Source: an optimization exercise on an open RTL-to-GDS flow (aim: small area, a short achievable clock period and few clock cycles). Production flows keep margins and buffers that such runs may drop. In this exercise RTL edits were held to simulation tests only and were not proved equivalent to the original. Power figures rest on the tool's default switching activity, not on a simulated workload.

// RV32I_Core
module RV32I_Core (
    input  logic        clk,
    input  logic        reset,
    input  logic [31:0] instrCode,
    output logic [31:0] instrMemAddr,
    output logic        dataWe,
    output logic [31:0] dataAddr,
    output logic [31:0] dataWData,
    input  logic [31:0] dataRData,
    output logic        transfer,
    input  logic        ready
);
    localparam logic [6:0] OP_R = 7'b0110011, OP_L = 7'b0000011, OP_I = 7'b0010011,
        OP_S = 7'b0100011, OP_B = 7'b1100011, OP_LU = 7'b0110111, OP_AU = 7'b0010111,
        OP_J = 7'b1101111, OP_JL = 7'b1100111;
    logic [31:0] pc_f;
    logic        v_e;
    logic [31:0] a_e, b_e, imm_e;
    logic [ 4:0] rd_e;
    logic        we_e, ld_e, st_e, br_e, pred_e, jalr_e;
    logic        sub_e, uns_e, s_add_e, s_slt_e, s_xor_e, s_or_e, s_and_e, s_sh_e;
    logic        shl_e, sha_e;
    logic [ 2:0] f3_e;
    logic [ 4:0] rs1_d, rs2_d;
    logic        v_m, mem_m, pend;
    logic [31:0] res_m, sd_m;
  ...
==> flow/config.mk <==
export PLATFORM = sky130hd
export DESIGN_NAME = RV32I_Core
export DESIGN_NICKNAME = RV32I_Core
export VERILOG_FILES = /design/flow/design.v
export SDC_FILE = /design/flow/constraint.sdc
export NUM_CORES = 4
export LEC_CHECK = 0
export CAP_MARGIN = 20
export CORE_MARGIN = 2
export CORE_UTILIZATION = 50
export CTS_BUF_LIST = sky130_fd_sc_hd__clkbuf_8
export CTS_CLUSTER_DIAMETER = 60
export CTS_CLUSTER_SIZE = 15
export PLACE_DENSITY = 0.7
export SETUP_SLACK_MARGIN = 4.3
export SLEW_MARGIN = 20
export SYNTH_HIERARCHICAL = 1
==> flow/constraint.sdc <==
create_clock -name core_clock -period 8.0 [get_ports {clk}]
set_input_delay 1.6000 -clock core_clock [delete_from_list [all_inputs] [get_ports {clk}]]
set_output_delay 1.6000 -clock core_clock [all_outputs]
set_load 0.01 [all_outputs]
run.sh (not shown) runs the stock make flow with config.mk's settings and CLKGATE_MAP_FILE= SYNTH_SCRIPT=/design/flow/synth_recipe.tcl, a recipe that flattens the netlist after the stock synthesis.
The starting point produced a clean layout.
Testbench counts at the start, summed over its fixed seeds: cycles 32,567.
Then changed:
--- a/flow/config.mk
+++ b/flow/config.mk
@@ -14,2 +14,2 @@
-export PLACE_DENSITY = 0.7
-export SETUP_SLACK_MARGIN = 4.3
+export PLACE_DENSITY = 0.75
+export SETUP_SLACK_MARGIN = 4.0
=> The changed run finished clean; die area does not change; design area is lower by a few percent; routed wire length came out lower by a few percent; global-route usage is lower by 2.0 points; via count stays flat; core utilization drops by 2.7 points; cell count came out lower slightly; non-clock buffer count shrinks by 119; clock power is about the same.

Another version of the RTL of RV32I_Core (not shown whole).
Size in the first run: ~5100 cells after synthesis, about 1200 flip-flops, ~170 I/O pins, roughly 63000 sq um of cells after synthesis.
export LEC_CHECK = 0
export CAP_MARGIN = 20
export CORE_MARGIN = 2
export CORE_UTILIZATION = 50
export CTS_BUF_LIST = sky130_fd_sc_hd__clkbuf_8
export CTS_CLUSTER_DIAMETER = 60
export CTS_CLUSTER_SIZE = 15
export PLACE_DENSITY = 0.75
export SETUP_SLACK_MARGIN = 4.1
export SLEW_MARGIN = 20
export SYNTH_HIERARCHICAL = 1
create_clock -name core_clock -period 8.0 [get_ports {clk}]
Testbench counts at the start, summed over its fixed seeds: cycles 32,567.
Rerun with:
--- a/flow/config.mk
+++ b/flow/config.mk
@@ -13,4 +13,4 @@
 export CTS_CLUSTER_SIZE = 15
-export PLACE_DENSITY = 0.75
-export SETUP_SLACK_MARGIN = 4.1
+export PLACE_DENSITY = 0.7
+export SETUP_SLACK_MARGIN = 4.0
 export SLEW_MARGIN = 20
The changed run went through all stages and came out clean.
Sequential cell count does not change.
Power falls by 3.0%.
Area after synthesis stays the same.
Rerun with:
--- a/flow/config.mk
+++ b/flow/config.mk
@@ -13,3 +13,3 @@
 export CTS_CLUSTER_SIZE = 15
-export PLACE_DENSITY = 0.7
+export PLACE_DENSITY = 0.75
 export SETUP_SLACK_MARGIN = 4.0
Effect:
- design area climbs slightly
- synthesized area does not change
- clock power is about the same
- clock skew is about the same
- combinational power is about the same
- core utilization is higher by 0.36 points
Rerun with:
--- a/flow/config.mk
+++ b/flow/config.mk
@@ -13,3 +13,3 @@
 export CTS_CLUSTER_SIZE = 15
-export PLACE_DENSITY = 0.75
+export PLACE_DENSITY = 0.85
 export SETUP_SLACK_MARGIN = 4.0
Outcome: The new run finished clean; total power goes up by a few percent; worst hold slack stays flat; global-route usage goes up by 3.0 points; clock-buffer cell count is unchanged.
Rerun with:
--- a/flow/config.mk
+++ b/flow/config.mk
@@ -13,3 +13,2 @@
 export CTS_CLUSTER_SIZE = 15
-export PLACE_DENSITY = 0.85
 export SETUP_SLACK_MARGIN = 4.0
What happened: Final cell count barely changes; clock-buffer cell count goes up by 7; cell area goes up slightly.

the baseline:
Starting RTL as in the previous note.
make LEC_CHECK=0 CAP_MARGIN=20 CORE_MARGIN=2 CORE_UTILIZATION=50 CTS_BUF_LIST=sky130_fd_sc_hd__clkbuf_8 CTS_CLUSTER_DIAMETER=50 CTS_CLUSTER_SIZE=18 PLACE_DENSITY=0.75 SETUP_SLACK_MARGIN=4.0 SLEW_MARGIN=20 SYNTH_HIERARCHICAL=1 finish   # period 8.0 ns
Testbench counts of the baseline, summed over its fixed seeds: cycles 32,567.
What the candidate does differently from the baseline at the input level:
- CTS_CLUSTER_SIZE changed from 18 to 15
- CTS_CLUSTER_DIAMETER changed from 50 to 60
- SETUP_SLACK_MARGIN changed from 4.0 to 3.9
- PLACE_DENSITY changed from 0.75 to 0.8
Findings:
Relative to the baseline, multi-input combinational area share increased by 0.50 points in the candidate. The baseline has lower placer congestion estimate than the candidate. Looking at the reports, the candidate completed the entire flow and the layout it produced met the timing, design-rule and antenna checks. Global-route met2 utilization essentially unchanged between the baseline and the candidate. | final worst-path cycle share | the candidate vs the baseline | 0.58 points higher |. Wire length of the first global-routing pass ends up lower on the baseline. Route | the candidate vs the baseline | wire longer in the candidate. When the candidate is set beside the baseline, its power turns out to be about 2.6% smaller. The candidate has global-route usage above what the baseline had. Power consumed by the clock network ends up lower on the candidate.

[re-timing with driven ports]
No port has a modelled driver above. Below, the same layouts with a new extraction and two added sets of constraints.
Step 1 sets driving cells, clkbuf_16 on the clock port and buf_2 on the other inputs (assumed; they add their load-dependent delay and slew).
Step 2 moves the port delays by t, midway between the first and last clock arrival at a register: inputs arrive t later, outputs are due t later. That takes back most of the time a late clock gives input paths.
Slacks: no drivers / after step 1 / after step 2; pairs: no drivers / after step 1.
run | t (ns) | setup WS [ns] | worst data-port slew with drivers (ns)
the first run of note 1 | 0.884 | 3.875 / 3.875 / 3.066 | 0.08
the second run of note 1 | 0.902 | 3.867 / 3.880 / 3.023 | 0.06
the first run of note 2 | 0.970 | 3.630 / 3.634 / 2.664 | 0.10
the second run of note 2 | 0.889 | 3.945 / 3.884 / 2.995 | 0.18
the third run of note 2 | 0.943 | 3.897 / 3.900 / 2.985 | 0.07
the fourth run of note 2 | 0.996 | 3.626 / 3.633 / 2.638 | 0.07
the fifth run of note 2 | 0.962 | 3.727 / 3.789 / 2.827 | 0.28
the baseline | 0.927 | 3.842 / 3.872 / 2.945 | 0.06
the candidate | 0.957 | 3.795 / 3.743 / 2.882 | 0.06
After both steps setup and hold are still met in every run listed. The setup slack of the fourth run of note 2, which loses most, moves by +0.007 ns with the drivers and by -0.988 ns with both steps.
